This is an optimization exercise on Yosys and OpenROAD, whose aim is small area, a short achievable clock period and few clock cycles per item, not a production implementation. In this exercise RTL edits were held to simulation tests only and were not proved equivalent to the original. Power and IR drop assume default switching activity.

## juniper
## SequentialMultiplier128Bit
module SequentialMultiplier128Bit(
    input [127:0] a,
    input [127:0] b,
    input reset_n,
    input clk,
    output [255:0] p,
    output done
    );
Size in the first run: ~6000 cells after synthesis, ~45000 um2 of cells after synthesis.
clock: 5.5 ns
lec_check: 0
abc_area: 1
cap_margin: 20
core_margin: 2
core_utilization: 50
setup_slack_margin: 2.9
slew_margin: 20
tns_end_percent: 5
standard.sh (not shown) runs the stock make flow with config.mk's settings and CLKGATE_MAP_FILE= SYNTH_SCRIPT=/design/flow/synth_recipe.tcl, a recipe that flattens the netlist after the stock synthesis.
==> flow/flow/run.sh <==
#!/bin/bash
# Own layout flow: the standard ORFS flow (standard.sh, unchanged synthesis) with two
# layout settings changed:
#  - the port buffers that buffer_ports inserts are sky130_fd_sc_hd__buf_1 instead of the
#    delay-type buffer it picks by default (every input and output port still gets a buffer);
#  - MATCH_CELL_FOOTPRINT=0, so the timing repair may resize a cell to one of another width.
# Each tool's full output goes to standard.log here and to ORFS's own logs under orfs/logs.
set -euo pipefail
export BUFFER_PORTS_ARGS="-buffer_cell sky130_fd_sc_hd__buf_1"
bash standard.sh MATCH_CELL_FOOTPRINT=0 "BUFFER_PORTS_ARGS=-buffer_cell sky130_fd_sc_hd__buf_1" finish > standard.log 2>&1
test -s out/final.def
Testbench counts of juniper, summed over its fixed seeds: cycles 6,912, items 384.
Edits applied to the flow inputs when going from juniper to harbor:
# juniper
export LEC_CHECK = 0
export ABC_AREA = 1
export CAP_MARGIN = 20
export CORE_MARGIN = 2
export CORE_UTILIZATION = 50
export SETUP_SLACK_MARGIN = 2.9
export SLEW_MARGIN = 20
export TNS_END_PERCENT = 5
create_clock -name core_clock -period 5.5 [get_ports {clk}]
# harbor
export LEC_CHECK = 0
export CAP_MARGIN = 20
export CORE_MARGIN = 2
export CORE_UTILIZATION = 50
export SETUP_SLACK_MARGIN = 2.7
export SLEW_MARGIN = 20
export TNS_END_PERCENT = 5
create_clock -name core_clock -period 5.5 [get_ports {clk}]
--- outcome ---
Higher pin slew with the least headroom to its limit was reported by juniper, not harbor. harbor: cell area after layout 5.8% below juniper. Measured against each other, juniper and harbor differ in growth of design area from synthesis to finish, the lower figure coming from harbor. Changes observed in harbor relative to juniper: synthesized net count went down about 16%, overall routed net length went down 7.9%, total placed instance area went down about 0.9%, overall power consumption went down 1.2%.
#### Input delta (xenon over harbor)
# harbor
export LEC_CHECK = 0
export CAP_MARGIN = 20
export CORE_MARGIN = 2
export CORE_UTILIZATION = 50
export SETUP_SLACK_MARGIN = 2.7
export SLEW_MARGIN = 20
export TNS_END_PERCENT = 5
create_clock -name core_clock -period 5.5 [get_ports {clk}]
# xenon
export LEC_CHECK = 0
export ABC_AREA = 1
export CAP_MARGIN = 10
export CORE_MARGIN = 2
export CORE_UTILIZATION = 50
export SETUP_SLACK_MARGIN = 2.7
export SLEW_MARGIN = 10
export TNS_END_PERCENT = 5
create_clock -name core_clock -period 5.5 [get_ports {clk}]
Delta (xenon minus harbor): design area picked up an extra about 3.8%, maximum frequency up 22%.
Measured against each other, harbor and xenon differ in xor and xnor fraction of the mapped netlist area, the lower figure coming from xenon.
Relative to harbor, the setup slack after layout of xenon is higher by 0.62 ns.
### xenon -> nickel
# xenon
export LEC_CHECK = 0
export ABC_AREA = 1
export CAP_MARGIN = 10
export CORE_MARGIN = 2
export CORE_UTILIZATION = 50
export SETUP_SLACK_MARGIN = 2.7
export SLEW_MARGIN = 10
export TNS_END_PERCENT = 5
create_clock -name core_clock -period 5.5 [get_ports {clk}]
# nickel
export LEC_CHECK = 0
export ABC_AREA = 1
export CAP_MARGIN = 20
export CORE_MARGIN = 2
export CORE_UTILIZATION = 65
export PLACE_DENSITY = 0.7
export SETUP_SLACK_MARGIN = 2.7
export SLEW_MARGIN = 20
export TNS_END_PERCENT = 5
create_clock -name core_clock -period 5.5 [get_ports {clk}]
Findings:
Result: PASS for each of nickel and xenon. Cell depth of the worst setup path: nickel vs xenon down 1. Compare nickel and xenon | placement row count higher: xenon. Looking at overall die area across both flows, nickel is the stronger of the two, with xenon trailing.

==> what the ideal ports hide <==
Ports are ideal in the flow. The routed layouts listed here were re-timed in OpenROAD.
Step 1 assumes that a clkbuf_16 drives the clock port and a buf_2 every other input.
Step 2 also shifts input and output timing later by t, the mid clock arrival at the registers, as if the neighbouring blocks saw the same clock.
a / b / c = ideal ports / drivers / drivers and shift; a / b = the first two.
run | shift t [ns] | slack for setup (ns) | worst setup path at the end | worst register clock-pin slew, ns | worst data-port slew with drivers (ns)
juniper | 0.731 | 2.630 / 2.682 / 1.951 | input to register | 0.07 / 0.07 | 0.17
harbor | 0.698 | 2.084 / 2.084 / 1.711 | input to register | 0.07 / 0.07 | 0.15
xenon | 0.724 | 2.707 / 2.707 / 1.994 | input to register | 0.07 / 0.07 | 0.17
nickel | 0.707 | 2.502 / 2.502 / 1.903 | input to register | 0.07 / 0.07 | 0.15
After both steps setup and hold are still met in every run listed. For xenon, which loses most, drivers alone change the setup slack by 0.000 ns; drivers and shift together by -0.713 ns.
